Background: an optimization exercise with open tools, aiming at small area, a short achievable clock period and few clock cycles per item. Do not read the settings as production practice.
At most, simulation tests tie the RTL to the original design; equivalence was not proved.
Only the layout flow was run in run 6; the RTL was not checked for function there.
No activity file was given, so power comes from the tool's default toggle rates.

## flow/config.mk

```make
export PLATFORM = sky130hd
export DESIGN_NAME = processor
export DESIGN_NICKNAME = processor
export VERILOG_FILES = /design/flow/design.v
export SDC_FILE = /design/flow/constraint.sdc
export NUM_CORES = 4
export LEC_CHECK = 0
export CAP_MARGIN = 20
export CORE_MARGIN = 2
export CORE_UTILIZATION = 65
export CTS_BUF_LIST = sky130_fd_sc_hd__clkbuf_4 sky130_fd_sc_hd__clkbuf_8
export SETUP_SLACK_MARGIN = 4.0
export SLEW_MARGIN = 20
export SYNTH_HIERARCHICAL = 1
export SYNTH_MINIMUM_KEEP_SIZE = 0
```

## flow/constraint.sdc

```tcl
create_clock -name core_clock -period 7.0 [get_ports {clock}]
set_input_delay 1.4000 -clock core_clock [delete_from_list [all_inputs] [get_ports {clock}]]
set_output_delay 1.4000 -clock core_clock [all_outputs]
set_load 0.01 [all_outputs]
```

## flow/design.v

```verilog
module addks(x, y, cin, sel, other, o);
	input [15:0] x, y;
	input cin;
	input sel;
	input [15:0] other;
	output [15:0] o;
	wire p0_0, g0_0;
	ks_p u_pg0 (.x(x[0]), .y(y[0]), .p(p0_0));
	ks_maj u_g0 (.x(x[0]), .y(y[0]), .c(cin), .g(g0_0));
	wire p0_1, g0_1;
	ks_pg u_pg1 (.x(x[1]), .y(y[1]), .p(p0_1), .g(g0_1));
	wire p0_2, g0_2;
	ks_pg u_pg2 (.x(x[2]), .y(y[2]), .p(p0_2), .g(g0_2));
	wire p0_3, g0_3;
	ks_pg u_pg3 (.x(x[3]), .y(y[3]), .p(p0_3), .g(g0_3));
	wire p0_4, g0_4;
	ks_pg u_pg4 (.x(x[4]), .y(y[4]), .p(p0_4), .g(g0_4));
	wire p0_5, g0_5;
	ks_pg u_pg5 (.x(x[5]), .y(y[5]), .p(p0_5), .g(g0_5));
	wire p0_6, g0_6;
	ks_pg u_pg6 (.x(x[6]), .y(y[6]), .p(p0_6), .g(g0_6));
	wire p0_7, g0_7;
	ks_pg u_pg7 (.x(x[7]), .y(y[7]), .p(p0_7), .g(g0_7));
	wire p0_8, g0_8;
	ks_pg u_pg8 (.x(x[8]), .y(y[8]), .p(p0_8), .g(g0_8));
	wire p0_9, g0_9;
	ks_pg u_pg9 (.x(x[9]), .y(y[9]), .p(p0_9), .g(g0_9));
	wire p0_10, g0_10;
	ks_pg u_pg10 (.x(x[10]), .y(y[10]), .p(p0_10), .g(g0_10));
	wire p0_11, g0_11;
	ks_pg u_pg11 (.x(x[11]), .y(y[11]), .p(p0_11), .g(g0_11));
	wire p0_12, g0_12;
	ks_pg u_pg12 (.x(x[12]), .y(y[12]), .p(p0_12), .g(g0_12));
	wire p0_13, g0_13;
	ks_pg u_pg13 (.x(x[13]), .y(y[13]), .p(p0_13), .g(g0_13));
	wire p0_14, g0_14;
	ks_pg u_pg14 (.x(x[14]), .y(y[14]), .p(p0_14), .g(g0_14));
	wire p0_15, g0_15;
	ks_pg u_pg15 (.x(x[15]), .y(y[15]), .p(p0_15), .g(g0_15));
	wire g1_1;
	ks_gcp u_1_1 (.gh(g0_1), .ph(p0_1), .gl(g0_0), .go(g1_1));
	wire g1_2, p1_2;
	ks_bcp u_1_2 (.gh(g0_2), .ph(p0_2), .gl(g0_1), .pl(p0_1), .go(g1_2), .po(p1_2));
	wire g1_3, p1_3;
	ks_bcp u_1_3 (.gh(g0_3), .ph(p0_3), .gl(g0_2), .pl(p0_2), .go(g1_3), .po(p1_3));
	wire g1_4, p1_4;
	ks_bcp u_1_4 (.gh(g0_4), .ph(p0_4), .gl(g0_3), .pl(p0_3), .go(g1_4), .po(p1_4));
	wire g1_5, p1_5;
	ks_bcp u_1_5 (.gh(g0_5), .ph(p0_5), .gl(g0_4), .pl(p0_4), .go(g1_5), .po(p1_5));
	wire g1_6, p1_6;
	ks_bcp u_1_6 (.gh(g0_6), .ph(p0_6), .gl(g0_5), .pl(p0_5), .go(g1_6), .po(p1_6));
	wire g1_7, p1_7;
	ks_bcp u_1_7 (.gh(g0_7), .ph(p0_7), .gl(g0_6), .pl(p0_6), .go(g1_7), .po(p1_7));
	wire g1_8, p1_8;
	ks_bcp u_1_8 (.gh(g0_8), .ph(p0_8), .gl(g0_7), .pl(p0_7), .go(g1_8), .po(p1_8));
	wire g1_9, p1_9;
	ks_bcp u_1_9 (.gh(g0_9), .ph(p0_9), .gl(g0_8), .pl(p0_8), .go(g1_9), .po(p1_9));
	wire g1_10, p1_10;
	ks_bcp u_1_10 (.gh(g0_10), .ph(p0_10), .gl(g0_9), .pl(p0_9), .go(g1_10), .po(p1_10));
	wire g1_11, p1_11;
	ks_bcp u_1_11 (.gh(g0_11), .ph(p0_11), .gl(g0_10), .pl(p0_10), .go(g1_11), .po(p1_11));
	wire g1_12, p1_12;
	ks_bcp u_1_12 (.gh(g0_12), .ph(p0_12), .gl(g0_11), .pl(p0_11), .go(g1_12), .po(p1_12));
	wire g1_13, p1_13;
	ks_bcp u_1_13 (.gh(g0_13), .ph(p0_13), .gl(g0_12), .pl(p0_12), .go(g1_13), .po(p1_13));
	wire g1_14, p1_14;
	ks_bcp u_1_14 (.gh(g0_14), .ph(p0_14), .gl(g0_13), .pl(p0_13), .go(g1_14), .po(p1_14));
	wire g1_15, p1_15;
	ks_bcp u_1_15 (.gh(g0_15), .ph(p0_15), .gl(g0_14), .pl(p0_14), .go(g1_15), .po(p1_15));
	wire inv1 = ~g0_0;
	wire g2_2;
	ks_gcn u_2_2 (.gh(g1_2), .ph(p1_2), .gl(inv1), .go(g2_2));
	wire g2_3;
	ks_gcn u_2_3 (.gh(g1_3), .ph(p1_3), .gl(g1_1), .go(g2_3));
	wire g2_4, p2_4;
	ks_bcn u_2_4 (.gh(g1_4), .ph(p1_4), .gl(g1_2), .pl(p1_2), .go(g2_4), .po(p2_4));
	wire g2_5, p2_5;
	ks_bcn u_2_5 (.gh(g1_5), .ph(p1_5), .gl(g1_3), .pl(p1_3), .go(g2_5), .po(p2_5));
	wire g2_6, p2_6;
	ks_bcn u_2_6 (.gh(g1_6), .ph(p1_6), .gl(g1_4), .pl(p1_4), .go(g2_6), .po(p2_6));
	wire g2_7, p2_7;
	ks_bcn u_2_7 (.gh(g1_7), .ph(p1_7), .gl(g1_5), .pl(p1_5), .go(g2_7), .po(p2_7));
	wire g2_8, p2_8;
	ks_bcn u_2_8 (.gh(g1_8), .ph(p1_8), .gl(g1_6), .pl(p1_6), .go(g2_8), .po(p2_8));
	wire g2_9, p2_9;
	ks_bcn u_2_9 (.gh(g1_9), .ph(p1_9), .gl(g1_7), .pl(p1_7), .go(g2_9), .po(p2_9));
	wire g2_10, p2_10;
	ks_bcn u_2_10 (.gh(g1_10), .ph(p1_10), .gl(g1_8), .pl(p1_8), .go(g2_10), .po(p2_10));
	wire g2_11, p2_11;
	ks_bcn u_2_11 (.gh(g1_11), .ph(p1_11), .gl(g1_9), .pl(p1_9), .go(g2_11), .po(p2_11));
	wire g2_12, p2_12;
	ks_bcn u_2_12 (.gh(g1_12), .ph(p1_12), .gl(g1_10), .pl(p1_10), .go(g2_12), .po(p2_12));
	wire g2_13, p2_13;
	ks_bcn u_2_13 (.gh(g1_13), .ph(p1_13), .gl(g1_11), .pl(p1_11), .go(g2_13), .po(p2_13));
	wire g2_14, p2_14;
	ks_bcn u_2_14 (.gh(g1_14), .ph(p1_14), .gl(g1_12), .pl(p1_12), .go(g2_14), .po(p2_14));
	wire g2_15, p2_15;
	ks_bcn u_2_15 (.gh(g1_15), .ph(p1_15), .gl(g1_13), .pl(p1_13), .go(g2_15), .po(p2_15));
	wire g3_4;
	ks_gcp u_3_4 (.gh(g2_4), .ph(p2_4), .gl(g0_0), .go(g3_4));
	wire inv2 = ~g1_1;
	wire g3_5;
	ks_gcp u_3_5 (.gh(g2_5), .ph(p2_5), .gl(inv2), .go(g3_5));
	wire g3_6;
	ks_gcp u_3_6 (.gh(g2_6), .ph(p2_6), .gl(g2_2), .go(g3_6));
	wire g3_7;
	ks_gcp u_3_7 (.gh(g2_7), .ph(p2_7), .gl(g2_3), .go(g3_7));
	wire g3_8, p3_8;
	ks_bcp u_3_8 (.gh(g2_8), .ph(p2_8), .gl(g2_4), .pl(p2_4), .go(g3_8), .po(p3_8));
	wire g3_9, p3_9;
	ks_bcp u_3_9 (.gh(g2_9), .ph(p2_9), .gl(g2_5), .pl(p2_5), .go(g3_9), .po(p3_9));
	wire g3_10, p3_10;
	ks_bcp u_3_10 (.gh(g2_10), .ph(p2_10), .gl(g2_6), .pl(p2_6), .go(g3_10), .po(p3_10));
	wire g3_11, p3_11;
	ks_bcp u_3_11 (.gh(g2_11), .ph(p2_11), .gl(g2_7), .pl(p2_7), .go(g3_11), .po(p3_11));
	wire g3_12, p3_12;
	ks_bcp u_3_12 (.gh(g2_12), .ph(p2_12), .gl(g2_8), .pl(p2_8), .go(g3_12), .po(p3_12));
	wire g3_13, p3_13;
	ks_bcp u_3_13 (.gh(g2_13), .ph(p2_13), .gl(g2_9), .pl(p2_9), .go(g3_13), .po(p3_13));
	wire g3_14, p3_14;
	ks_bcp u_3_14 (.gh(g2_14), .ph(p2_14), .gl(g2_10), .pl(p2_10), .go(g3_14), .po(p3_14));
	wire g3_15, p3_15;
	ks_bcp u_3_15 (.gh(g2_15), .ph(p2_15), .gl(g2_11), .pl(p2_11), .go(g3_15), .po(p3_15));
	wire inv3 = ~g0_0;
	wire g4_8;
	ks_gcn u_4_8 (.gh(g3_8), .ph(p3_8), .gl(inv3), .go(g4_8));
	wire g4_9;
	ks_gcn u_4_9 (.gh(g3_9), .ph(p3_9), .gl(g1_1), .go(g4_9));
	wire inv4 = ~g2_2;
	wire g4_10;
	ks_gcn u_4_10 (.gh(g3_10), .ph(p3_10), .gl(inv4), .go(g4_10));
	wire inv5 = ~g2_3;
	wire g4_11;
	ks_gcn u_4_11 (.gh(g3_11), .ph(p3_11), .gl(inv5), .go(g4_11));
	wire g4_12;
	ks_gcn u_4_12 (.gh(g3_12), .ph(p3_12), .gl(g3_4), .go(g4_12));
	wire g4_13;
	ks_gcn u_4_13 (.gh(g3_13), .ph(p3_13), .gl(g3_5), .go(g4_13));
	wire g4_14;
	ks_gcn u_4_14 (.gh(g3_14), .ph(p3_14), .gl(g3_6), .go(g4_14));
	wire g4_15;
	ks_gcn u_4_15 (.gh(g3_15), .ph(p3_15), .gl(g3_7), .go(g4_15));
	wire x0_0, x1_0;
	ks_pre u_pre0 (.p(p0_0), .sel(sel), .other(other[0]), .x0(x0_0), .x1(x1_0));
	ks_mux u_o0 (.c(cin), .x0(x0_0), .x1(x1_0), .o(o[0]));
	wire x0_1, x1_1;
	ks_pre u_pre1 (.p(p0_1), .sel(sel), .other(other[1]), .x0(x0_1), .x1(x1_1));
	ks_mux u_o1 (.c(g0_0), .x0(x0_1), .x1(x1_1), .o(o[1]));
	wire x0_2, x1_2;
	ks_pre u_pre2 (.p(p0_2), .sel(sel), .other(other[2]), .x0(x0_2), .x1(x1_2));
	ks_muxn u_o2 (.c(g1_1), .x0(x0_2), .x1(x1_2), .o(o[2]));
	wire x0_3, x1_3;
	ks_pre u_pre3 (.p(p0_3), .sel(sel), .other(other[3]), .x0(x0_3), .x1(x1_3));
	ks_mux u_o3 (.c(g2_2), .x0(x0_3), .x1(x1_3), .o(o[3]));
	wire x0_4, x1_4;
	ks_pre u_pre4 (.p(p0_4), .sel(sel), .other(other[4]), .x0(x0_4), .x1(x1_4));
	ks_mux u_o4 (.c(g2_3), .x0(x0_4), .x1(x1_4), .o(o[4]));
	wire x0_5, x1_5;
	ks_pre u_pre5 (.p(p0_5), .sel(sel), .other(other[5]), .x0(x0_5), .x1(x1_5));
	ks_muxn u_o5 (.c(g3_4), .x0(x0_5), .x1(x1_5), .o(o[5]));
	wire x0_6, x1_6;
	ks_pre u_pre6 (.p(p0_6), .sel(sel), .other(other[6]), .x0(x0_6), .x1(x1_6));
	ks_muxn u_o6 (.c(g3_5), .x0(x0_6), .x1(x1_6), .o(o[6]));
	wire x0_7, x1_7;
	ks_pre u_pre7 (.p(p0_7), .sel(sel), .other(other[7]), .x0(x0_7), .x1(x1_7));
	ks_muxn u_o7 (.c(g3_6), .x0(x0_7), .x1(x1_7), .o(o[7]));
	wire x0_8, x1_8;
	ks_pre u_pre8 (.p(p0_8), .sel(sel), .other(other[8]), .x0(x0_8), .x1(x1_8));
	ks_muxn u_o8 (.c(g3_7), .x0(x0_8), .x1(x1_8), .o(o[8]));
	wire x0_9, x1_9;
	ks_pre u_pre9 (.p(p0_9), .sel(sel), .other(other[9]), .x0(x0_9), .x1(x1_9));
	ks_mux u_o9 (.c(g4_8), .x0(x0_9), .x1(x1_9), .o(o[9]));
	wire x0_10, x1_10;
	ks_pre u_pre10 (.p(p0_10), .sel(sel), .other(other[10]), .x0(x0_10), .x1(x1_10));
	ks_mux u_o10 (.c(g4_9), .x0(x0_10), .x1(x1_10), .o(o[10]));
	wire x0_11, x1_11;
	ks_pre u_pre11 (.p(p0_11), .sel(sel), .other(other[11]), .x0(x0_11), .x1(x1_11));
	ks_mux u_o11 (.c(g4_10), .x0(x0_11), .x1(x1_11), .o(o[11]));
	wire x0_12, x1_12;
	ks_pre u_pre12 (.p(p0_12), .sel(sel), .other(other[12]), .x0(x0_12), .x1(x1_12));
	ks_mux u_o12 (.c(g4_11), .x0(x0_12), .x1(x1_12), .o(o[12]));
	wire x0_13, x1_13;
	ks_pre u_pre13 (.p(p0_13), .sel(sel), .other(other[13]), .x0(x0_13), .x1(x1_13));
	ks_mux u_o13 (.c(g4_12), .x0(x0_13), .x1(x1_13), .o(o[13]));
	wire x0_14, x1_14;
	ks_pre u_pre14 (.p(p0_14), .sel(sel), .other(other[14]), .x0(x0_14), .x1(x1_14));
	ks_mux u_o14 (.c(g4_13), .x0(x0_14), .x1(x1_14), .o(o[14]));
	wire x0_15, x1_15;
	ks_pre u_pre15 (.p(p0_15), .sel(sel), .other(other[15]), .x0(x0_15), .x1(x1_15));
	ks_mux u_o15 (.c(g4_14), .x0(x0_15), .x1(x1_15), .o(o[15]));
endmodule
module ks_pg(x, y, p, g);
	input x, y;
	output p, g;
	assign p = x ^ y;
	assign g = x & y;
endmodule
module ks_p(x, y, p);
	input x, y;
	output p;
	assign p = x ^ y;
endmodule
module ks_maj(x, y, c, g);
	input x, y, c;
	output g;
	assign g = (x & y) | (x & c) | (y & c);
endmodule
module ks_bcp(gh, ph, gl, pl, go, po);
	input gh, ph, gl, pl;
	output go, po;
	assign go = ~(gh | (ph & gl));
	assign po = ~(ph & pl);
endmodule
module ks_bcn(gh, ph, gl, pl, go, po);
	input gh, ph, gl, pl;    
	output go, po;
	assign go = ~(gh & (ph | gl));
	assign po = ~(ph | pl);
endmodule
module ks_gcp(gh, ph, gl, go);
	input gh, ph, gl;
	output go;
	assign go = ~(gh | (ph & gl));
endmodule
module ks_gcn(gh, ph, gl, go);
	input gh, ph, gl;        
	output go;
	assign go = ~(gh & (ph | gl));
endmodule
module ks_pre(p, sel, other, x0, x1);
	input p, sel, other;
	output x0, x1;
	assign x0 = sel ? p : other;
	assign x1 = x0 ^ sel;
endmodule
module ks_mux(c, x0, x1, o);
	input c, x0, x1;
	output o;
	assign o = c ? x1 : x0;
endmodule
module ks_muxn(c, x0, x1, o);
	input c;                 
	input x0, x1;
	output o;
	assign o = c ? x0 : x1;
endmodule
module pcnext(pc, foff, seq, pred);
	input [5:0] pc;          
	input [5:0] foff;        
	output [5:0] seq;        
	output [5:0] pred;       
	assign seq = pc + 6'd1;
	assign pred = pc + foff;
endmodule
module processor (clock, reset, instr, pc, bus, bus_valid, exit);
	input clock;
	input reset;             
	input [15:0] instr;      
	output reg [5:0] pc;     
	output reg [15:0] bus;
	output reg bus_valid;
	output exit;
	reg [2:0] op;            
	reg [7:0] sa, sb;        
	reg [9:0] lo;            
	reg [5:0] alt;           
	reg valid;               
	reg halted;              
	wire [15:0] imm = {{6{lo[9]}}, lo};
	wire [5:0] off = lo[5:0];
	wire ex = valid & ~halted;
	reg [15:0] r0, r1, r2, r3, r4, r5, r6, r7;
	wire [15:0] ra = ({16{sa[0]}} & r0) | ({16{sa[1]}} & r1) | ({16{sa[2]}} & r2) | ({16{sa[3]}} & r3) |
	                 ({16{sa[4]}} & r4) | ({16{sa[5]}} & r5) | ({16{sa[6]}} & r6) | ({16{sa[7]}} & r7);
	wire [15:0] rb = ({16{sb[0]}} & r0) | ({16{sb[1]}} & r1) | ({16{sb[2]}} & r2) | ({16{sb[3]}} & r3) |
	                 ({16{sb[4]}} & r4) | ({16{sb[5]}} & r5) | ({16{sb[6]}} & r6) | ({16{sb[7]}} & r7);
	wire sub = (op == 3'b001);
	wire s_sum = ~reset & (op == 3'b000 | op == 3'b001);
	wire s_nan = ~reset & (op == 3'b010);
	wire s_imm = ~reset & (op == 3'b101);
	wire s_rep = ~reset & (op == 3'b111);
	wire [15:0] other = ({16{s_nan}} & ~(ra & rb)) | ({16{s_imm}} & imm) | ({16{s_rep}} & rb);
	wire [15:0] wd;
	addks u_add (.x(ra), .y(rb ^ {16{sub}}), .cin(sub), .sel(s_sum), .other(other), .o(wd));
	wire wr = ex & (op == 3'b000 | op == 3'b001 | op == 3'b010 | op == 3'b101 | op == 3'b111);
	wire [7:0] we = {8{reset}} | ({8{wr}} & sa);
	always @(posedge clock) begin
		if (we[0]) r0 <= wd;
		if (we[1]) r1 <= wd;
		if (we[2]) r2 <= wd;
		if (we[3]) r3 <= wd;
		if (we[4]) r4 <= wd;
		if (we[5]) r5 <= wd;
		if (we[6]) r6 <= wd;
		if (we[7]) r7 <= wd;
	end
	wire pred_ex = (op == 3'b110) & off[5];
	wire taken = (ra == 16'd0) & (off != 6'd0);
	wire redirect = ex & (op == 3'b110) & (taken != pred_ex);
	wire pred = (instr[15:13] == 3'b110) & instr[5];
	wire [5:0] pc_seq, pc_pred;
	pcnext u_pcnext (.pc(pc), .foff(instr[5:0]), .seq(pc_seq), .pred(pc_pred));
	always @(posedge clock) begin
		op <= instr[15:13];
		sa <= 8'd1 << instr[12:10];
		sb <= 8'd1 << instr[9:7];
		lo <= instr[9:0];
		alt <= pred ? pc_seq : pc_pred;
		if (reset) begin
			pc <= 6'd0;
			valid <= 1'b0;
			halted <= 1'b0;
		end else begin
			pc <= redirect ? alt : pred ? pc_pred : pc_seq;
			valid <= ~redirect;
			if (ex & (op == 3'b011)) halted <= 1'b1;
		end
	end
	always @(posedge clock) begin
		bus <= ra;
		bus_valid <= ~reset & ex & (op == 3'b100);
	end
	assign exit = halted | (ex & (op == 3'b011));
endmodule
```

## flow/flow/run.sh

```bash
#!/bin/bash
set -euo pipefail
export BUFFER_PORTS_ARGS="-buffer_cell sky130_fd_sc_hd__buf_1"
export CTS_ARGS="-sink_clustering_enable -repair_clock_nets -buf_list {sky130_fd_sc_hd__clkbuf_4 sky130_fd_sc_hd__clkbuf_8} -dont_use_dummy_load"
bash standard.sh > standard.log 2>&1
```

## flow/standard.sh

```bash
#!/bin/bash
# synth_recipe.tcl (not shown) runs the flow's synth.tcl, then flattens the netlist and writes it again
# the make line also repeats each setting of config.mk as NAME=value (left out here)
make -C /OpenROAD-flow-scripts/flow DESIGN_CONFIG=/design/flow/config.mk WORK_HOME=/design/flow/orfs CLKGATE_MAP_FILE= SYNTH_SCRIPT=/design/flow/synth_recipe.tcl "${@:-finish}"
```

==> impl_metrics.json, run 1 <==
{
  "outcome": "no timing/DRC/antenna violations",
  "power.density_nw_per_um2": 277,
  "gp_congestion": 0.895,
  "final_area_um2": 9620,
  "fin_tns_setup_ns": 0,
  "placementRows": 43,
  "nets": 777,
  "synth-main-ff-cell": "edfxtp_1",
  "clkTransAtPathRegs_ns": 0.10,
  "pin_count": 42,
  "cts_max_level": 4,
  "endpoint_kind": "flop",
  "synth_warnings": 7,
  "startpoint_type": "flop",
  "drt_wl_total_mm": 25.6,
  "start_util": 0.659,
  "final_common_cell": "edfxtp_1",
  "dpl.hpwl_mm": 15.3,
  "rsz0062_at_grt": "no",
  "wl_per_cell_um": 28.0,
  "top_usage_layer": "met2",
  "synthCells": 710,
  "use_met2": 0.554,
  "finalCritPeriodShare": 0.420,
  "viasPerCell": 7.28,
  "p_int_mw": 1.84,
  "gr-usage-met3": 0.0871,
  "root_buffer": "clkbuf_8",
  "ys_ff_latch": 188,
  "drt_iter0_drc": 895,
  "syn_area_per_cell_um2": 12.8,
  "synth_cell_type_count": 49,
  "required_ns": 7.20,
  "syn_to_final_growth_pct": 5.90,
  "pwr-share-clk": 0.205,
  "critPathMaxFanout": 17,
  "cts-buffers-inserted": 17,
  "max_cap_viol_count": 0,
  "drive_gt1_frac": 0.204,
  "grt_max_degree": 49,
  "postRouteAntennaNets": 0,
  "max_freq_ghz": 0.340,
  "grt_remaining_overflow": 0,
  "die_w_um": 122,
  "grtUsageMet1": 0.456,
  "min_period_ns": 2.94,
  "grt_usage": 0.350,
  "grt_pass1_vias": 6412,
  "fillerInstances": 990,
  "hold_class": "reg2reg",
  "insertion_delay_ns": 0.49,
  "worstMarginPinSlew_ns": 1.10,
  "ctsLongestPathBuffers": 2,
  "ys_seq_area_frac": 0.555,
  "rrSetupSlack_ns": 4.06,
  "core_area_um2": 13800,
  "power_frac_comb": 0.233,
  "power_leakage_nw": 3.53,
  "p_sw_mw": 0.830,
  "vias": 6665,
  "drcViolationCount": 0,
  "slew-limit-headroom": 0.265,
  "grt_antenna_before_repair": 0,
  "dieArea_um2": 14900,
  "ir_drop_uv": 166,
  "finalSetupViolations": 0,
  "place_ws_ns": 2.88,
  "dpl_cell_area_um2": 9230,
  "worstPathArrival_ns": 3.14,
  "synthArstFlopShare": 0,
  "fin_ws_ns": 4.06,
  "postCtsHoldBufs": 0,
  "cts.sinks": 188,
  "hold_violations": 0,
  "tritoncts": "built",
  "syn-num-nets": 750,
  "p_sw_frac": 0.311,
  "fp.dieH_um": 122,
  "r2r_cells": 8,
  "synth_area_um2": 9080,
  "port_buffers": 41,
  "drv_slew": 0,
  "finClkSkew_ns": 0.0312,
  "synth_edf_count": 128,
  "final_cell_mix": "128 x edfxtp_1, 124 x a22oi_1, 43 x dfxtp_1",
  "first_pass_iters": 5,
  "pwr-share-seq": 0.562,
  "holdPathStages": 2,
  "path_class": "reg2reg",
  "grt_pass1_wl_mm": 37.3
}
## registers in the layout, summed over array words and instances (netlist names)
register	cells
op	3
r6	16
alt	6
r5	16
r4	16
sa	8
lo	10
r2	16
bus	16
valid	1
pc	6
bus_valid	1
r7	16
r0	16
r1	16
halted	1
r3	16
sb	8
## worst paths after layout
path                                to  startpoint
worst max-delay path            r7[14]       sa[2]
worst min-delay path             pc[0]      alt[0]
worst max register to register  r7[14]       sa[2]
worst min register to register   pc[0]      alt[0]
## worst max-delay path, stage by stage (launching register included)
cell     delay, ns
dfxtp_2       0.75
a22oi_1       0.23
nand4_2       0.23
ha_1          0.34
a21oi_4       0.26
inv_1         0.08
a21oi_2       0.22
o21ai_1       0.17
mux2_4        0.36
## timing repair
action / in CTS / in global routing
gates resized for setup: 28 / 18
setup buffers: 0 / 6
pin swaps: 0 / 5
hold endpoints to repair: 0 / 0
setup endpoints to repair: 145 / 69
## final cells by class
class | count | area [µm²] | share of cell area
Inverter | 5 | 18.8 | 0.00195
Antenna cell | 1 | 2.50 | 0.000260
Tap cell | 180 | 225 | 0.0234
Clock buffer | 17 | 234 | 0.0243
Sequential cell | 188 | 5090 | 0.529
Timing Repair Buffer | 51 | 236 | 0.0246
Multi-Input combinational cell | 474 | 3810 | 0.396
## Yosys stat by module, one instance, submodules excluded
| module | area [µm²] | copies in the design | cells inside |
|---|---|---|---|
| processor | 7500 | 1 | 520 |
| pcnext | 259 | 1 | 29 |
| ks_pre | 23.8 | 16 | 3 |
| addks | 15.0 | 1 | 4 |
| ks_mux | 15.0 | 11 | 1 |
| ks_muxn | 15.0 | 5 | 1 |
| ks_bcn | 12.5 | 11 | 2 |
| ks_bcp | 12.5 | 20 | 2 |
| ks_pg | 12.5 | 15 | 1 |
| ks_maj | 11.3 | 1 | 1 |
| ks_gcp | 8.76 | 5 | 1 |
| ks_p | 8.76 | 1 | 1 |
| ks_gcn | 5.00 | 9 | 1 |
## power groups by stage
stage	combinational (mW)	sequential [mW]	clock (mW)
global route	0.670	1.51	0.588
global placement	0.566	1.51	0
detailed placement	0.584	1.52	0
CTS	0.586	1.49	0.547
finish	0.622	1.50	0.545
floorplan	0.452	1.47	0
## cells by family after synthesis
| kind of cell | synth area share |
|---|---|
| fa+ha+maj | 0.0324 |
| mux | 0.0670 |
| xor+xnor | 0.0251 |
| flops | 0.555 |
| simple gates | 0.0792 |
| buf+inv | 0.0332 |
| compound gates | 0.208 |
## per-stage QoR
stage	utilization	cells	total power [mW]	hold WS, ns
floorplan	-	710	1.92	0.479
global placement	0.670	892	2.08	0.487
detailed placement	0.670	892	2.10	0.496
CTS	0.690	909	2.63	0.502
global route	0.698	915	2.77	0.561
finish	0.698	916	2.67	0.503
## synthesized netlist by cell type, types with 10 or more instances
master	instances	area, µm²
edfxtp_1	128	3840
a22oi_1	124	931
dfxtp_1	60	1200
a21oi_1	41	205
mux2_4	32	480
nor2_1	32	120
nand4_1	29	181
a21oi_2	26	228
clkbuf_1	24	90.1
nand2_1	24	90.1
ha_1	21	263
xor2_1	20	175
buf_6	16	180
o21ai_2	11	96.3
a21o_1	10	75.1
## per-layer routing
metal / part of all wire / routed length, µm
met1: 0.39 / 9870
met2: 0.48 / 12300
met3: 0.10 / 2570
met4: 0.035 / 903
met5: 0 / 0
Testbench counts, summed over its fixed seeds: cycles 45,298, instructions 43,963.
==> run 2: changes to the inputs <==
==> flow/flow/run.sh (replaced) <==
#!/bin/bash
# Standard layout (the standard.sh, unchanged synthesis and steps), with
# one change: the buffers placed on the ports are sky130_fd_sc_hd__buf_1
# instead of the default cell the port-buffering step picks.
# The make output goes to standard.log; each ORFS step keeps its own log
# under orfs/logs/.
set -euo pipefail
export BUFFER_PORTS_ARGS="-buffer_cell sky130_fd_sc_hd__buf_1"
bash standard.sh > standard.log 2>&1
--- a/flow/config.mk
+++ b/flow/config.mk
@@ -8,7 +8,7 @@
 export CAP_MARGIN = 20
 export CORE_MARGIN = 2
-export CORE_UTILIZATION = 65
+export CORE_UTILIZATION = 55
 export CTS_BUF_LIST = sky130_fd_sc_hd__clkbuf_4 sky130_fd_sc_hd__clkbuf_8
-export SETUP_SLACK_MARGIN = 4.0
+export SETUP_SLACK_MARGIN = 4.1
 export SLEW_MARGIN = 20
 export SYNTH_HIERARCHICAL = 1
==> impl_metrics.json, run 2 <==
{
  "synth-main-ff-cell": "edfxtp_1",
  "drv_slew": 0,
  "power_frac_comb": 0.245,
  "grt_antenna_before_repair": 0,
  "wl_per_cell_um": 27.4,
  "pin_count": 42,
  "worstMarginPinSlew_ns": 0.718,
  "path_class": "in2reg",
  "pwr-share-clk": 0.245,
  "finClkSkew_ns": 0.0227,
  "hold_start": "alt[1]",
  "cts_max_level": 4,
  "drive_gt1_frac": 0.286,
  "postRouteAntennaNets": 0,
  "yosysMostFrequentCell": "edfxtp_1",
  "die_w_um": 133,
  "max_freq_ghz": 0.350,
  "nets": 800,
  "viasPerCell": 6.82,
  "first_pass_iters": 5,
  "cts-buffers-inserted": 17,
  "p_sw_mw": 0.957,
  "root_buffer": "clkbuf_8",
  "finalSetupViolations": 0,
  "p_int_mw": 1.97,
  "yosys.area.top_type": "edfxtp_1",
  "grt_usage": 0.298,
  "insertion_delay_ns": 0.47,
  "netlist_top_cells_area": "edfxtp_1 42%, dfxtp_1 13%, a22oi_1 10%",
  "gp_congestion": 0.894,
  "synthArstFlopShare": 0,
  "postCtsHoldBufs": 0,
  "hold_violations": 0,
  "power_leakage_nw": 3.75,
  "synth_warnings": 7,
  "synthCells": 710,
  "synth_area_um2": 9080,
  "critPathMaxFanout": 20,
  "vias": 6744,
  "ctsLongestPathBuffers": 2,
  "required_ns": 7.22,
  "startpoint": "reset",
  "drt_iter0_drc": 752,
  "port_buffers": 41,
  "place_ws_ns": 2.83,
  "max_cap_viol_count": 0,
  "worst_r2r_startpoint": "sb[5]",
  "min_period_ns": 2.85,
  "dpl.hpwl_mm": 15.7,
  "ys_seq_area_frac": 0.555,
  "outcome": "no timing/DRC/antenna violations",
  "synth_cell_type_count": 49,
  "drt_wl_total_mm": 27.1,
  "synth_commonest_cells": "128 x edfxtp_1, 124 x a22oi_1, 60 x dfxtp_1",
  "syn_to_final_growth_pct": 12.4,
  "power.density_nw_per_um2": 287,
  "grt_max_degree": 49,
  "syn-num-nets": 750,
  "cts.sinks": 188,
  "grt_pass1_vias": 6523,
  "placementRows": 46,
  "hold_class": "reg2reg",
  "fin_tns_setup_ns": 0,
  "start_util": 0.568,
  "drcViolationCount": 0,
  "pwr-share-seq": 0.510,
  "final_cell_mix": "128 x edfxtp_1, 124 x a22oi_1, 42 x dfxtp_1",
  "final_common_cell": "edfxtp_1",
  "slew-limit-headroom": 0.518,
  "synth_edf_count": 128,
  "finalCritPeriodShare": 0.408,
  "clkTransAtPathRegs_ns": 0.10,
  "core_area_um2": 16000,
  "dieArea_um2": 17600,
  "tritoncts": "built",
  "synth_top_area_share": 0.423,
  "grt_pass1_wl_mm": 38.9,
  "endpoint_kind": "flop",
  "ys_ff_latch": 188,
  "n_antenna_cell": 0,
  "syn_area_per_cell_um2": 12.8,
  "ir_drop_uv": 145,
  "grt_remaining_overflow": 0,
  "p_sw_frac": 0.327,
  "fp.dieH_um": 133,
  "fin_ws_ns": 4.15,
  "startpoint_type": "primary input",
  "rsz0062_at_grt": "yes",
  "worstPathArrival_ns": 3.07
}
-- run 2: cell counts after synthesis --
No cell type changed its count.
-- run 2: what timing repair did --
item | CTS | global route
pin swaps | 0 | 25
gates resized for setup | 50 | 47
buffers inserted | 1 | 28
setup endpoints to repair | 263 | 63
-- run 2: cell type report --
type / count / area, µm²
Fill cell: 1293 / 5790
Sequential cell: 188 / 5100
Multi-Input combinational cell: 474 / 4000
Timing Repair Buffer: 74 / 429
Tap cell: 216 / 270
Clock buffer: 18 / 241
Clock inverter: 14 / 150
Inverter: 5 / 18.8
-- run 2: metal layers --
| metal | share of wire | GRT usage | vias up |
|---|---|---|---|
| met3 | 0.096 | 0.0636 | 93 |
| met1 | 0.39 | 0.381 | 3302 |
| li1 | - | - | 2947 |
| met5 | 0 | 0 | - |
| met4 | 0.040 | 0.153 | 0 |
| met2 | 0.48 | 0.483 | 402 |
-- run 2: power groups by stage --
stage / Sequential, mW / Combinational [mW] / Clock [mW]
2_1_floorplan: 1.47 / 0.452 / 0
3_3_place_gp: 1.51 / 0.573 / 0
3_5_place_dp: 1.52 / 0.588 / 0
4_1_cts: 1.49 / 0.605 / 0.725
5_1_grt: 1.51 / 0.769 / 0.769
6_report: 1.49 / 0.719 / 0.717
-- run 2: cell families (layout without fill, tap and decap cells) --
kind of cell,after synthesis,count (layout),synth area share
muxes,44,44,0.0670
AOI/OAI and AO/OA,253,253,0.208
buffers and inverters,48,111,0.0332
adders and majority gates,23,23,0.0324
xor gates and xnor gates,26,26,0.0251
DFF,188,188,0.555
and+or+nand+nor,128,128,0.0792
-- run 2: stage by stage --
step	hold slack, ns	cell area (µm²)	utilization	instances	total power, mW
2_1_floorplan	0.479	9130	-	710	1.92
3_3_place_gp	0.489	9270	0.579	928	2.08
3_5_place_dp	0.503	9270	0.579	928	2.11
4_1_cts	0.515	9780	0.611	961	2.82
5_1_grt	0.531	10200	0.638	989	3.04
6_report	0.508	10200	0.638	989	2.93
-- run 2: per-module statistics from Yosys (local to each module, per instance), a selection --
module	times used	flops+latches	area [µm²]
ks_bcp	20	0	12.5
pcnext	1	0	259
ks_pre	16	0	23.8
ks_maj	1	0	11.3
ks_pg	15	0	12.5
ks_bcn	11	0	12.5
ks_mux	11	0	15.0
ks_gcp	5	0	8.76
processor	1	188	7500
ks_gcn	9	0	5.00
addks	1	0	15.0
ks_muxn	5	0	15.0
-- run 2: final timing paths --
path                                to  slack [ns]  cells past startpoint
worst min register to register   pc[1]        0.51                      2
worst min-delay path             pc[1]        0.51                      2
worst max-delay path            r6[12]        4.15                      7
worst max register to register  r1[11]        4.16                      9
-- run 2: worst max-delay path, cell delays in order --
cell,delay [ns]
buf_4,0.22
nor3_1,0.08
buf_4,0.20
and2_1,0.28
a211o_1,0.29
mux2_4,0.28
mux2_4,0.31
==> run 3: changes to the inputs <==
--- a/flow/config.mk
+++ b/flow/config.mk
@@ -10,5 +10,6 @@
 export CORE_UTILIZATION = 55
 export CTS_BUF_LIST = sky130_fd_sc_hd__clkbuf_4 sky130_fd_sc_hd__clkbuf_8
-export SETUP_SLACK_MARGIN = 4.1
+export PLACE_DENSITY = 0.75
+export SETUP_SLACK_MARGIN = 4.0
 export SLEW_MARGIN = 20
 export SYNTH_HIERARCHICAL = 1
==> impl_metrics.json, run 3 <==
{
  "outcome": "no timing/DRC/antenna violations",
  "final_common_cell": "edfxtp_1",
  "grt_remaining_overflow": 0,
  "cts-buffers-inserted": 17,
  "cts.sinks": 188,
  "critPathMaxFanout": 17,
  "yosys.area.top_type": "edfxtp_1",
  "dieArea_um2": 17600,
  "drcViolationCount": 0,
  "ys_ff_latch": 188,
  "p_sw_mw": 0.880,
  "gp_congestion": 0.919,
  "power_frac_comb": 0.222,
  "startpoint": "sa[0]",
  "syn_area_per_cell_um2": 12.8,
  "vias": 6753,
  "critPathBufInv": 0,
  "finalSetupViolations": 0,
  "min_period_ns": 2.95,
  "max_stage_delay_ns": 0.53,
  "placementRows": 46,
  "root_buffer": "clkbuf_8",
  "grt_pass1_vias": 6465,
  "p_sw_frac": 0.313,
  "synthArstFlopShare": 0,
  "fp.dieH_um": 133,
  "syn-num-nets": 750,
  "drive_gt1_frac": 0.222,
  "finClkSkew_ns": 0.0159,
  "clkTransAtPathRegs_ns": 0.10,
  "rrSetupSlack_ns": 4.05,
  "ir_drop_uv": 142,
  "ys_seq_area_frac": 0.555,
  "synth_warnings": 7,
  "pwr-share-clk": 0.246,
  "worstMarginPinSlew_ns": 1.10,
  "seqCellArea_um2": 5100,
  "syn_to_final_growth_pct": 8.35,
  "finalCritPeriodShare": 0.422,
  "core_area_um2": 16000,
  "drv_slew": 0,
  "max_cap_viol_count": 0,
  "critical_path.endpoint": "r0[13]",
  "pwr-share-seq": 0.532,
  "netlist_top_cells_area": "edfxtp_1 42%, dfxtp_1 13%, a22oi_1 10%",
  "synth-main-ff-cell": "edfxtp_1",
  "n_antenna_cell": 0,
  "ctsLongestPathBuffers": 2,
  "synth_area_um2": 9080,
  "pin_count": 42,
  "grt_pass1_wl_mm": 37.6,
  "synthCells": 710,
  "path_class": "reg2reg",
  "endpoint_kind": "flop",
  "r2r_cells": 8,
  "insertion_delay_ns": 0.47,
  "drt_wl_total_mm": 25.3,
  "critical_path_depth": 8,
  "grt_max_degree": 49,
  "fillerInstances": 1239,
  "postCtsHoldBufs": 0,
  "cp_slowest_cell": "dfxtp_2",
  "rr_endpoint": "r0[13]",
  "port_buffers": 41,
  "cp_cell_sequence": "a22oi_1 -> nand4_1 -> ha_4 -> nand2_1 -> nor2_1 -> a21oi_2 -> o21ai_1 -> mux2_4",
  "grt_antenna_before_repair": 0,
  "fin_tns_setup_ns": 0,
  "rsz0062_at_grt": "yes",
  "required_ns": 7.21,
  "p_int_mw": 1.93,
  "dpl.hpwl_mm": 15.3,
  "worst_r2r_startpoint": "sa[0]",
  "synth_cell_type_count": 49,
  "first_pass_iters": 6,
  "slew-limit-headroom": 0.265,
  "synth_top_area_share": 0.423,
  "yosysMostFrequentCell": "edfxtp_1",
  "multi_input_area_um2": 3820,
  "final_cell_mix": "128 x edfxtp_1, 124 x a22oi_1, 43 x dfxtp_1",
  "start_util": 0.568,
  "nets": 778,
  "cts_max_level": 4,
  "hold_class": "reg2reg",
  "die_w_um": 133,
  "tritoncts": "built",
  "viasPerCell": 6.98,
  "worstPathArrival_ns": 3.16,
  "max_freq_ghz": 0.339,
  "hold_violations": 0,
  "wl_per_cell_um": 26.1,
  "synth_edf_count": 128,
  "grt_usage": 0.287,
  "drt_iter0_drc": 891,
  "synth_commonest_cells": "128 x edfxtp_1, 124 x a22oi_1, 60 x dfxtp_1",
  "path_delay_family": "simple AND/OR/NAND/NOR gates",
  "postRouteAntennaNets": 0,
  "power.density_nw_per_um2": 285,
  "power_leakage_nw": 3.63,
  "whs_ns": 0.508,
  "startpoint_type": "flop"
}
## run 3: how the worst min path moves through the flow
stage / from / to / slack [ns] / depth (start not counted)
CTS: alt[1] / pc[1] / 0.51 / 2
global placement: alt[1] / pc[1] / 0.49 / 2
global route: alt[1] / pc[1] / 0.53 / 2
floorplan: alt[0] / pc[0] / 0.48 / 2
finish: alt[3] / pc[3] / 0.51 / 2
detailed placement: alt[3] / pc[3] / 0.50 / 2
## run 3: modules after synthesis, one instance, submodules excluded, a selection
| module | cells | flip-flops and latches | cell area [µm²] | times used |
|---|---|---|---|---|
| pcnext | 29 | 0 | 259 | 1 |
| ks_pre | 3 | 0 | 23.8 | 16 |
| ks_muxn | 1 | 0 | 15.0 | 5 |
| ks_pg | 1 | 0 | 12.5 | 15 |
| ks_gcp | 1 | 0 | 8.76 | 5 |
| ks_p | 1 | 0 | 8.76 | 1 |
## run 3: worst reg2reg max path, cell delays in order, from the launching register on
cell     delay (ns)
dfxtp_2        0.53
a22oi_1        0.30
nand4_1        0.34
ha_4           0.44
nand2_1        0.12
nor2_1         0.22
a21oi_2        0.11
o21ai_1        0.26
mux2_4         0.37
## run 3: cells by family after synthesis
kind of cell             Yosys count  share of synthesized area
AO/OA/AOI/OAI                    253                      0.208
flip-flops                       188                      0.555
AND/OR/NAND/NOR                  128                     0.0792
buffers and inverters             48                     0.0332
multiplexers                      44                     0.0670
XOR/XNOR                          26                     0.0251
adder cells (fa/ha/maj)           23                     0.0324
## run 3: timing repair
item / in CTS / in global routing
gates resized for setup: 27 / 23
setup endpoints to repair: 134 / 132
pin swaps: 0 / 3
buffers inserted: 0 / 7
## run 3: per-layer routing
layer	global-route usage	vias up	share of wire
li1	-	2904	-
met1	0.365	3287	0.38
met2	0.477	451	0.48
met3	0.0521	111	0.088
met4	0.134	0	0.047
met5	0	-	0
## run 3: final cells by class
| type | count | share of cell area |
|---|---|---|
| Clock buffer | 20 | 0.0273 |
| Clock inverter | 12 | 0.0109 |
| Inverter | 5 | 0.00191 |
| Multi-Input combinational cell | 474 | 0.388 |
| Sequential cell | 188 | 0.518 |
| Tap cell | 216 | 0.0275 |
| Timing Repair Buffer | 52 | 0.0261 |
## run 3: power groups by stage
| stage | Clock (mW) | Combinational (mW) | Sequential [mW] |
|---|---|---|---|
| finish | 0.690 | 0.624 | 1.49 |
| global route | 0.744 | 0.670 | 1.51 |
| CTS | 0.698 | 0.589 | 1.49 |
| detailed placement | 0 | 0.586 | 1.52 |
| global placement | 0 | 0.565 | 1.51 |
| floorplan | 0 | 0.452 | 1.47 |
## run 3: stage by stage
stage / instances / worst slack [ns] / power, mW / instance area, µm² / util
2_1_floorplan: 710 / 3.17 / 1.92 / 9130 / -
5_1_grt: 967 / 4.00 / 2.92 / 9840 / 0.615
3_5_place_dp: 928 / 2.87 / 2.10 / 9280 / 0.580
3_3_place_gp: 928 / 2.93 / 2.07 / 9280 / 0.580
4_1_cts: 960 / 4.00 / 2.78 / 9690 / 0.606
6_report: 967 / 4.05 / 2.81 / 9840 / 0.615
==> run 4: changes to the inputs <==
--- a/flow/config.mk
+++ b/flow/config.mk
@@ -10,5 +10,4 @@
 export CORE_UTILIZATION = 55
 export CTS_BUF_LIST = sky130_fd_sc_hd__clkbuf_4 sky130_fd_sc_hd__clkbuf_8
-export PLACE_DENSITY = 0.75
 export SETUP_SLACK_MARGIN = 4.0
 export SLEW_MARGIN = 20
==> impl_metrics.json, run 4 <==
{
  "n_antenna_cell": 0,
  "fp.dieH_um": 133,
  "synth_edf_count": 128,
  "drcViolationCount": 0,
  "tritoncts": "built",
  "path_delay_family": "compound AO/OA/AOI/OAI gates",
  "ys_ff_latch": 188,
  "yosys.area.top_type": "edfxtp_1",
  "outcome": "no timing/DRC/antenna violations",
  "start_util": 0.568,
  "ctsLongestPathBuffers": 2,
  "ys_seq_area_frac": 0.555,
  "cts_max_level": 4,
  "critical_path_depth": 8,
  "syn_to_final_growth_pct": 8.22,
  "placementRows": 46,
  "grt_antenna_before_repair": 0,
  "synth-main-ff-cell": "edfxtp_1",
  "worstMarginPinSlew_ns": 1.06,
  "power_leakage_nw": 3.61,
  "synth_compound_area_frac": 0.208,
  "critPathMaxFanout": 17,
  "die_w_um": 133,
  "required_ns": 7.22,
  "endpoint_kind": "flop",
  "syn_area_per_cell_um2": 12.8,
  "grt_usage": 0.298,
  "final_area_um2": 9830,
  "dpl.hpwl_mm": 15.7,
  "synth_xor_area_frac": 0.0251,
  "worstPathArrival_ns": 3.12,
  "pwr-share-clk": 0.253,
  "nets": 777,
  "postRouteAntennaNets": 0,
  "cp_cell_sequence": "a22oi_1 -> nand4_2 -> ha_1 -> a21oi_4 -> inv_1 -> a21oi_2 -> o21ai_1 -> mux2_4",
  "hold_violations": 0,
  "synthCells": 710,
  "synth_commonest_cells": "128 x edfxtp_1, 124 x a22oi_1, 60 x dfxtp_1",
  "gp_congestion": 0.894,
  "syn-num-nets": 750,
  "yosysMostFrequentCell": "edfxtp_1",
  "synth_top_area_share": 0.423,
  "synth_area_um2": 9080,
  "p_sw_mw": 0.915,
  "wl_per_cell_um": 27.0,
  "fin_tns_setup_ns": 0,
  "first_pass_iters": 5,
  "synthAdderAreaFrac": 0.0324,
  "r2r_cells": 8,
  "grt_pass1_wl_mm": 38.8,
  "p_int_mw": 1.92,
  "synth_mux_area_frac": 0.0670,
  "slew-limit-headroom": 0.294,
  "utilization": 0.614,
  "port_buffers": 41,
  "grt_remaining_overflow": 0,
  "startpoint_type": "flop",
  "pwr-share-seq": 0.527,
  "synthArstFlopShare": 0,
  "cts.sinks": 188,
  "path_class": "reg2reg",
  "drv_slew": 0,
  "synth_cell_type_count": 49,
  "cts-buffers-inserted": 17,
  "holdPathStages": 2,
  "grt_pass1_vias": 6509,
  "finalCritPeriodShare": 0.415,
  "ir_drop_uv": 145,
  "fin_ws_ns": 4.09,
  "viasPerCell": 6.82,
  "critPathBufInv": 1,
  "clkTransAtPathRegs_ns": 0.10,
  "place_ws_ns": 2.83,
  "finClkSkew_ns": 0.0216,
  "drt_iter0_drc": 599,
  "synth_warnings": 7,
  "finalSetupViolations": 0,
  "totalPowerFinal_mw": 2.84,
  "root_buffer": "clkbuf_8",
  "synth-simple-area-share": 0.0792,
  "hold_class": "reg2reg",
  "max_freq_ghz": 0.344,
  "power.density_nw_per_um2": 289,
  "final_cell_mix": "128 x edfxtp_1, 124 x a22oi_1, 42 x dfxtp_1",
  "core_area_um2": 16000,
  "pin_count": 42,
  "insertion_delay_ns": 0.47,
  "final_common_cell": "edfxtp_1",
  "grt_max_degree": 49,
  "power_frac_comb": 0.220,
  "rsz0062_at_grt": "no",
  "synth_top_family_by_area": "compound AO/OA/AOI/OAI gates",
  "drt_wl_total_mm": 26.1,
  "dpl_cell_area_um2": 9270,
  "max_cap_viol_count": 0,
  "vias": 6586,
  "max_stage_delay_ns": 0.75,
  "p_sw_frac": 0.322,
  "dieArea_um2": 17600,
  "netlist_top_cells_area": "edfxtp_1 42%, dfxtp_1 13%, a22oi_1 10%",
  "drive_gt1_frac": 0.231,
  "cp_slowest_cell": "dfxtp_2",
  "min_period_ns": 2.91
}
run 4: worst paths after layout:
check                            start  endpoint  slack [ns]
worst max register to register   sa[2]    r0[14]        4.09
worst min register to register  alt[2]     pc[2]        0.51
worst min-delay path            alt[2]     pc[2]        0.51
worst max-delay path             sa[2]    r0[14]        4.09
run 4: power by group through the flow:
| stage | sequential (mW) | clock (mW) | combinational (mW) |
|---|---|---|---|
| after floorplan | 1.47 | 0 | 0.452 |
| after global placement | 1.51 | 0 | 0.573 |
| after detailed placement | 1.52 | 0 | 0.588 |
| after CTS | 1.49 | 0.725 | 0.596 |
| after global routing | 1.51 | 0.769 | 0.678 |
| final | 1.50 | 0.717 | 0.624 |
run 4: worst reg2reg max path, stage by stage, from the launching register on:
cell and delay [ns]:
dfxtp_2 0.75, a22oi_1 0.24, nand4_2 0.23, ha_1 0.34, a21oi_4 0.27, inv_1 0.08
a21oi_2 0.22, o21ai_1 0.17, mux2_4 0.36
run 4: repair_timing:
item / 4_1_cts / 5_1_grt
buffers inserted: 0 / 6
pin swaps: 0 / 3
gates resized for setup: 38 / 16
endpoints found under the hold margin: 0 / 0
setup endpoints to repair: 246 / 86
gates cloned: 0 / 0
hold buffers: 0 / 0
run 4: final cells by class:
cell class	count	area [µm²]
fill	1294	6170
sequential	188	5090
multi-input combinational	474	3820
tap	216	270
clock buffer	18	241
timing repair buffer	51	236
clock inverter	14	150
inverter	5	18.8
run 4: modules after synthesis, one instance, submodules excluded, excerpt:
module	flip-flops and latches	copies in the design
processor	188	1
pcnext	0	1
ks_mux	0	11
ks_bcn	0	11
ks_pg	0	15
ks_gcn	0	9
run 4: cell families after synthesis:
kind of cell	after synthesis
AO/OA/AOI/OAI	253
flip-flops	188
AND/OR/NAND/NOR	128
buffers and inverters	48
multiplexers	44
XOR/XNOR	26
adder cells (fa/ha/maj)	23
run 4: per-stage QoR:
stage               std cells  hold WS, ns
floorplan                 710        0.479
global placement          928        0.489
detailed placement        928        0.503
CTS                       960        0.515
global route              966        0.533
finish                    966        0.514
run 4: per-layer routing:
layer	track usage	vias up	part of all wire
met3	0.0655	94	0.088
li1	-	2902	-
met5	0	-	0
met2	0.482	357	0.47
met1	0.379	3233	0.40
met4	0.150	0	0.043
==> run 5: changes to the inputs <==
--- a/flow/config.mk
+++ b/flow/config.mk
@@ -10,4 +10,5 @@
 export CORE_UTILIZATION = 55
 export CTS_BUF_LIST = sky130_fd_sc_hd__clkbuf_4 sky130_fd_sc_hd__clkbuf_8
+export GPL_ROUTABILITY_DRIVEN = 0
 export SETUP_SLACK_MARGIN = 4.0
 export SLEW_MARGIN = 20
==> impl_metrics.json, run 5 <==
{
  "vias": 6586,
  "fin_tns_setup_ns": 0,
  "min_period_ns": 2.91,
  "p_sw_frac": 0.322,
  "finalSetupViolations": 0,
  "yosysMostFrequentCell": "edfxtp_1",
  "final_common_cell": "edfxtp_1",
  "rrSetupSlack_ns": 4.09,
  "endpoint_kind": "flop",
  "synth_top_area_share": 0.423,
  "root_buffer": "clkbuf_8",
  "pwr-share-seq": 0.527,
  "r2r_cells": 8,
  "startpoint_type": "flop",
  "pwr-share-clk": 0.253,
  "outcome": "no timing/DRC/antenna violations",
  "synth_commonest_cells": "128 x edfxtp_1, 124 x a22oi_1, 60 x dfxtp_1",
  "n_antenna_cell": 0,
  "rr_endpoint": "r0[14]",
  "totalPowerFinal_mw": 2.84,
  "placementRows": 46,
  "startpoint": "sa[2]",
  "grt_usage": 0.298,
  "hold_violations": 0,
  "first_pass_iters": 5,
  "final_cell_mix": "128 x edfxtp_1, 124 x a22oi_1, 42 x dfxtp_1",
  "max_cap_viol_count": 0,
  "drive_gt1_frac": 0.231,
  "drv_slew": 0,
  "syn-num-nets": 750,
  "synthArstFlopShare": 0,
  "synth_cell_type_count": 49,
  "path_class": "reg2reg",
  "required_ns": 7.22,
  "fillerInstances": 1294,
  "viasPerCell": 6.82,
  "dpl.hpwl_mm": 15.7,
  "syn_area_per_cell_um2": 12.8,
  "p_sw_mw": 0.915,
  "worstPathArrival_ns": 3.12,
  "grt_max_degree": 49,
  "critPathMaxFanout": 17,
  "drcViolationCount": 0,
  "synth_warnings": 7,
  "grt_remaining_overflow": 0,
  "holdPathStages": 2,
  "ys_seq_area_frac": 0.555,
  "drt_wl_total_mm": 26.1,
  "die_w_um": 133,
  "critical_path.endpoint": "r0[14]",
  "netlist_top_cells_area": "edfxtp_1 42%, dfxtp_1 13%, a22oi_1 10%",
  "max_freq_ghz": 0.344,
  "synth-main-ff-cell": "edfxtp_1",
  "ir_drop_uv": 145,
  "postRouteAntennaNets": 0,
  "power.density_nw_per_um2": 289,
  "port_buffers": 41,
  "p_int_mw": 1.92,
  "power_frac_comb": 0.220,
  "core_area_um2": 16000,
  "postCtsHoldBufs": 0,
  "pin_count": 42,
  "rsz0062_at_grt": "no",
  "drt_iter0_drc": 599,
  "syn_to_final_growth_pct": 8.22,
  "start_util": 0.568,
  "multi_input_area_um2": 3820,
  "ys_ff_latch": 188,
  "cts-buffers-inserted": 17,
  "finalCritPeriodShare": 0.415,
  "synth_area_um2": 9080,
  "cts_max_level": 4,
  "seqCellArea_um2": 5090,
  "synthCells": 710,
  "grt_pass1_wl_mm": 38.8,
  "ctsLongestPathBuffers": 2,
  "grt_pass1_vias": 6509,
  "finClkSkew_ns": 0.0216,
  "grt_antenna_before_repair": 0,
  "tritoncts": "built",
  "slew-limit-headroom": 0.294,
  "hold_class": "reg2reg",
  "cts.sinks": 188,
  "dieArea_um2": 17600,
  "fp.dieH_um": 133,
  "wl_per_cell_um": 27.0,
  "yosys.area.top_type": "edfxtp_1",
  "worst_r2r_startpoint": "sa[2]",
  "nets": 777,
  "worstMarginPinSlew_ns": 1.06,
  "clkTransAtPathRegs_ns": 0.10,
  "synth_edf_count": 128,
  "power_leakage_nw": 3.61,
  "insertion_delay_ns": 0.47
}
run 5: cell counts in the layout (fill, tap and decap cells not counted):
No cell type changed its count.
run 5: per-stage QoR:
step | cell area, µm² | utilization | worst slack (ns) | cells | hold slack (ns)
after global routing | 9830 | 0.614 | 4.00 | 966 | 0.533
after floorplan | 9130 | - | 3.17 | 710 | 0.479
after detailed placement | 9270 | 0.579 | 2.83 | 928 | 0.503
after CTS | 9730 | 0.608 | 4.00 | 960 | 0.515
final | 9830 | 0.614 | 4.09 | 966 | 0.514
after global placement | 9270 | 0.579 | 2.92 | 928 | 0.489
run 5: power by group through the flow:
| stage | combinational (mW) | clock [mW] | sequential (mW) |
|---|---|---|---|
| CTS | 0.596 | 0.725 | 1.49 |
| floorplan | 0.452 | 0 | 1.47 |
| global route | 0.678 | 0.769 | 1.51 |
| detailed placement | 0.588 | 0 | 1.52 |
| finish | 0.624 | 0.717 | 1.50 |
| global placement | 0.573 | 0 | 1.51 |
run 5: worst max-delay path: stages (launching register included):
cell	delay [ns]
dfxtp_2	0.75
a22oi_1	0.24
nand4_2	0.23
ha_1	0.34
a21oi_4	0.27
inv_1	0.08
a21oi_2	0.22
o21ai_1	0.16
mux2_4	0.36
run 5: final cells by class:
cell class                 instances  area share
sequential                       188       0.518
inverter                           5     0.00191
tap                              216      0.0275
clock buffer                      18      0.0246
multi-input combinational        474       0.389
clock inverter                    14      0.0153
timing repair buffer              51      0.0241
run 5: modules after synthesis, one instance, submodules excluded, a selection:
module	cell area (µm²)	flip-flops and latches	cells inside	times used
ks_bcp	12.5	0	2	20
ks_mux	15.0	0	1	11
ks_gcp	8.76	0	1	5
pcnext	259	0	29	1
ks_gcn	5.00	0	1	9
addks	15.0	0	4	1
ks_bcn	12.5	0	2	11
ks_muxn	15.0	0	1	5
run 5: kinds of logic (layout without fill, tap and decap cells):
family,count (synthesis),count (layout),synth area share
xor+xnor,26,26,0.0251
buf+inv,48,88,0.0332
mux,44,44,0.0670
compound gates,253,253,0.208
simple gates,128,128,0.0792
flops,188,188,0.555
fa+ha+maj,23,23,0.0324
run 5: timing repair:
item,CTS,global route
pin swaps,0,3
endpoints found under the setup margin,246,86
hold endpoints to repair,0,0
cloned,0,0
gates resized for setup,38,16
buffers inserted,0,6
run 5: worst min-delay path by stage:
stage,from,endpoint,slack [ns]
after global routing,alt[2],pc[2],0.53
final,alt[2],pc[2],0.51
after detailed placement,alt[5],pc[5],0.50
after global placement,alt[1],pc[1],0.49
after CTS,alt[1],pc[1],0.51
after floorplan,alt[0],pc[0],0.48
run 5: metal layers:
| metal | track usage | share of wire |
|---|---|---|
| met1 | 0.379 | 0.40 |
| met2 | 0.482 | 0.47 |
| met3 | 0.0655 | 0.088 |
| met4 | 0.150 | 0.043 |
| met5 | 0 | 0 |
==> run 6: changes to the inputs <==
--- a/flow/design.v
+++ b/flow/design.v
@@ -6,6 +6,5 @@
 	output [15:0] o;
 	wire p0_0, g0_0;
-	ks_p u_pg0 (.x(x[0]), .y(y[0]), .p(p0_0));
-	ks_maj u_g0 (.x(x[0]), .y(y[0]), .c(cin), .g(g0_0));
+	ks_pgc u_pg0 (.x(x[0]), .y(y[0]), .c(cin), .p(p0_0), .g(g0_0));
 	wire p0_1, g0_1;
 	ks_pg u_pg1 (.x(x[1]), .y(y[1]), .p(p0_1), .g(g0_1));
@@ -196,13 +195,9 @@
 	assign g = x & y;
 endmodule
-module ks_p(x, y, p);
-	input x, y;
-	output p;
-	assign p = x ^ y;
-endmodule
-module ks_maj(x, y, c, g);
+module ks_pgc(x, y, c, p, g);
 	input x, y, c;
-	output g;
-	assign g = (x & y) | (x & c) | (y & c);
+	output p, g;
+	assign p = x ^ y;
+	assign g = (x & y) | (p & c);
 endmodule
 module ks_bcp(gh, ph, gl, pl, go, po);
@@ -263,4 +258,5 @@
 	reg [2:0] op;            
 	reg [7:0] sa, sb;        
+	reg [7:0] sna, snb;      
 	reg [9:0] lo;            
 	reg [5:0] alt;           
@@ -271,8 +267,14 @@
 	wire ex = valid & ~halted;
 	reg [15:0] r0, r1, r2, r3, r4, r5, r6, r7;
-	wire [15:0] ra = ({16{sa[0]}} & r0) | ({16{sa[1]}} & r1) | ({16{sa[2]}} & r2) | ({16{sa[3]}} & r3) |
-	                 ({16{sa[4]}} & r4) | ({16{sa[5]}} & r5) | ({16{sa[6]}} & r6) | ({16{sa[7]}} & r7);
-	wire [15:0] rb = ({16{sb[0]}} & r0) | ({16{sb[1]}} & r1) | ({16{sb[2]}} & r2) | ({16{sb[3]}} & r3) |
-	                 ({16{sb[4]}} & r4) | ({16{sb[5]}} & r5) | ({16{sb[6]}} & r6) | ({16{sb[7]}} & r7);
+	wire [7:0] ra_lo = ({8{sa[0]}} & r0[7:0]) | ({8{sa[1]}} & r1[7:0]) | ({8{sa[2]}} & r2[7:0]) | ({8{sa[3]}} & r3[7:0]) |
+	                   ({8{sa[4]}} & r4[7:0]) | ({8{sa[5]}} & r5[7:0]) | ({8{sa[6]}} & r6[7:0]) | ({8{sa[7]}} & r7[7:0]);
+	wire [7:0] rb_lo = ({8{sb[0]}} & r0[7:0]) | ({8{sb[1]}} & r1[7:0]) | ({8{sb[2]}} & r2[7:0]) | ({8{sb[3]}} & r3[7:0]) |
+	                   ({8{sb[4]}} & r4[7:0]) | ({8{sb[5]}} & r5[7:0]) | ({8{sb[6]}} & r6[7:0]) | ({8{sb[7]}} & r7[7:0]);
+	wire [7:0] ra_hi = ({8{sna[0]}} | r0[15:8]) & ({8{sna[1]}} | r1[15:8]) & ({8{sna[2]}} | r2[15:8]) & ({8{sna[3]}} | r3[15:8]) &
+	                   ({8{sna[4]}} | r4[15:8]) & ({8{sna[5]}} | r5[15:8]) & ({8{sna[6]}} | r6[15:8]) & ({8{sna[7]}} | r7[15:8]);
+	wire [7:0] rb_hi = ({8{snb[0]}} | r0[15:8]) & ({8{snb[1]}} | r1[15:8]) & ({8{snb[2]}} | r2[15:8]) & ({8{snb[3]}} | r3[15:8]) &
+	                   ({8{snb[4]}} | r4[15:8]) & ({8{snb[5]}} | r5[15:8]) & ({8{snb[6]}} | r6[15:8]) & ({8{snb[7]}} | r7[15:8]);
+	wire [15:0] ra = {ra_hi, ra_lo};
+	wire [15:0] rb = {rb_hi, rb_lo};
 	wire sub = (op == 3'b001);
 	wire s_sum = ~reset & (op == 3'b000 | op == 3'b001);
@@ -305,4 +307,6 @@
 		sa <= 8'd1 << instr[12:10];
 		sb <= 8'd1 << instr[9:7];
+		sna <= ~(8'd1 << instr[12:10]);
+		snb <= ~(8'd1 << instr[9:7]);
 		lo <= instr[9:0];
 		alt <= pred ? pc_seq : pc_pred;
--- a/flow/config.mk
+++ b/flow/config.mk
@@ -10,5 +10,4 @@
 export CORE_UTILIZATION = 55
 export CTS_BUF_LIST = sky130_fd_sc_hd__clkbuf_4 sky130_fd_sc_hd__clkbuf_8
-export GPL_ROUTABILITY_DRIVEN = 0
 export SETUP_SLACK_MARGIN = 4.0
 export SLEW_MARGIN = 20
==> impl_metrics.json, run 6 <==
{
  "finalSetupViolations": 0,
  "insertion_delay_ns": 0.57,
  "vias": 6941,
  "synth_warnings": 7,
  "final_common_cell": "edfxtp_1",
  "startpoint_type": "primary input",
  "first_pass_iters": 7,
  "drcViolationCount": 0,
  "place_inst": 971,
  "endpoint_kind": "flop",
  "syn-num-nets": 785,
  "core_area_um2": 16600,
  "cts.sinks": 204,
  "critPathMaxFanout": 21,
  "ys_ff_latch": 204,
  "synth_cell_type_count": 53,
  "cts-buffers-inserted": 31,
  "clkTransAtPathRegs_ns": 0.06,
  "n_antenna_cell": 0,
  "cts_max_level": 1,
  "postCtsHoldBufs": 0,
  "netlist_top_cells_area": "edfxtp_1 41%, dfxtp_1 16%, mux2_4 5.2%",
  "start_util": 0.561,
  "ctsLongestPathBuffers": 3,
  "slew-limit-headroom": 0.240,
  "drt_iter0_drc": 772,
  "synth-main-ff-cell": "edfxtp_1",
  "gp_congestion": 0.830,
  "yosys.area.top_type": "edfxtp_1",
  "whs_ns": 0.506,
  "drv_slew": 0,
  "tritoncts": "built",
  "port_buffers": 41,
  "dpl.hpwl_mm": 17.2,
  "fin_tns_setup_ns": 0,
  "max_cap_viol_count": 0,
  "synth_top_area_share": 0.413,
  "root_buffer": "clkbuf_8",
  "outcome": "no timing/DRC/antenna violations",
  "synthArstFlopShare": 0,
  "finClkSkew_ns": 0.0198,
  "worstMarginPinSlew_ns": 1.14,
  "final_cell_mix": "128 x edfxtp_1, 64 x o22ai_1, 61 x a22oi_1",
  "grt_remaining_overflow": 0,
  "synth_area_um2": 9300,
  "power_leakage_nw": 4.11,
  "min_period_ns": 2.96,
  "syn_area_per_cell_um2": 12.5,
  "synth_edf_count": 128,
  "grt_max_degree": 28,
  "hold_class": "reg2reg",
  "synthCells": 744,
  "grt_antenna_before_repair": 0,
  "grt_usage": 0.299,
  "required_ns": 7.29,
  "grt_pass1_vias": 6726,
  "power.density_nw_per_um2": 315,
  "synth_commonest_cells": "128 x edfxtp_1, 76 x dfxtp_1, 64 x o22ai_1",
  "max_freq_ghz": 0.337,
  "yosysMostFrequentCell": "edfxtp_1",
  "syn_to_final_growth_pct": 14.2,
  "worstPathArrival_ns": 3.25,
  "grt_pass1_wl_mm": 40.0,
  "path_class": "in2reg",
  "pin_count": 42,
  "hold_violations": 0,
  "viasPerCell": 6.64,
  "nets": 841,
  "ys_seq_area_frac": 0.577,
  "drive_gt1_frac": 0.270,
  "drt_wl_total_mm": 27.4,
  "dieArea_um2": 18000,
  "wl_per_cell_um": 26.3,
  "die_w_um": 134,
  "totalPowerFinal_mw": 3.34,
  "fp.dieH_um": 134,
  "placementRows": 47,
  "finalCritPeriodShare": 0.423,
  "utilization": 0.640,
  "ir_drop_uv": 188,
  "rsz0062_at_grt": "yes",
  "postRouteAntennaNets": 0,
  "final_cells": 1045
}
-- run 6: cell count changes after synthesis, moves of 10 or more --
cell / change
buf_2: +10
a22oi_1: -63
nor4_1: +18
inv_1: +16
dfxtp_1: +16
o22ai_1: +64
buf_6: -10
nand4_1: -13
-- run 6: stage by stage --
stage	setup WS [ns]	area, µm²
after CTS	3.84	10300
final	4.04	10600
after global routing	3.96	10600
after floorplan	3.20	9340
after global placement	2.83	9580
after detailed placement	2.78	9580
-- run 6: worst paths after layout --
| check | startpoint | end | slack [ns] | cells past startpoint |
|---|---|---|---|---|
| worst max-delay path | reset | r1[9] | 4.04 | 7 |
| worst min register to register | alt[1] | pc[1] | 0.51 | 2 |
| worst max register to register | sa[2] | r2[15] | 4.05 | 9 |
| worst min-delay path | alt[1] | pc[1] | 0.51 | 2 |
-- run 6: where the power goes --
part	internal (mW)	leakage, nW	switching, mW
registers	1.50	1.96	0.123
clock network	0.552	0.352	0.431
logic	0.294	1.80	0.442
-- run 6: repair_timing --
action / 4_1_cts / 5_1_grt
pin swaps: 1 / 8
endpoints found under the setup margin: 257 / 133
setup buffers: 1 / 14
endpoints found under the hold margin: 0 / 0
gates resized for setup: 26 / 47
cloned: 1 / 0
-- run 6: cells by family (layout without fill, tap and decap cells) --
| kind of cell | count (synthesis) | in the layout | synth area share |
|---|---|---|---|
| AOI/OAI and AO/OA | 254 | 254 | 0.195 |
| DFF | 204 | 204 | 0.577 |
| and+or+nand+nor | 130 | 131 | 0.0745 |
| buffers and inverters | 64 | 144 | 0.0334 |
| muxes | 44 | 44 | 0.0654 |
| xor gates and xnor gates | 25 | 25 | 0.0235 |
| adders and majority gates | 23 | 23 | 0.0317 |
-- run 6: worst max-delay path: stages --
cell	delay, ns
clkbuf_4	0.29
nor3_1	0.09
buf_4	0.21
and2_0	0.35
a211o_1	0.32
mux2_4	0.27
mux2_4	0.31
-- run 6: final cells by class --
class,instances,area (µm²)
clock buffer,51,614
clock inverter,7,36.3
fill,1264,5960
inverter,21,78.8
multi-input combinational,477,3870
sequential,204,5410
tap,220,275
timing repair buffer,65,342
-- run 6: per-module statistics from Yosys (local to each module, per instance), excerpt --
module	cells inside	cell area [µm²]
ks_pg	1	12.5
ks_bcp	2	12.5
addks	4	15.0
processor	554	7720
ks_gcp	1	8.76
ks_mux	1	15.0
ks_bcn	2	12.5
ks_pgc	2	20.0
pcnext	29	259
ks_muxn	1	15.0
-- run 6: per-layer routing --
metal | wire [µm] | vias to the layer above | part of all wire | track usage
li1 | - | 3057 | - | -
met1 | 10700 | 3348 | 0.39 | 0.387
met2 | 12800 | 430 | 0.47 | 0.498
met3 | 2590 | 106 | 0.094 | 0.0476
met4 | 1400 | 0 | 0.051 | 0.139
met5 | 0 | - | 0 | 0

==> static timing again, ports no longer ideal <==
The results above use ideal ports. As a check the final layouts listed here were re-extracted and re-timed, cells and wires unchanged.
Step 1: set_driving_cell puts a clkbuf_16 on clock and a buf_2 on each other input, an assumption about the parent block.
Step 2, shift: input delay + t, output delay - t, t = (earliest + latest rising clock arrival at the registers) / 2. This alone moves slack from input paths to output paths.
a / b / c = ideal ports / drivers / drivers and shift; a / b = the first two.
run	shift t [ns]	setup slack, ns	worst slew at a driven data input, ns
run 1	0.514	4.063 / 4.053 / 3.626	0.03
run 2	0.502	4.145 / 4.149 / 3.649	0.04
run 3	0.509	4.046 / 4.033 / 3.611	0.03
run 4	0.497	4.094 / 4.087 / 3.612	0.03
run 5	0.497	4.094 / 4.087 / 3.612	0.03
run 6	0.595	4.036 / 4.047 / 3.452	0.03
After both steps every run listed still meets setup and hold. For run 6, which loses most, drivers alone change the setup slack by +0.011 ns; drivers and shift together by -0.584 ns.
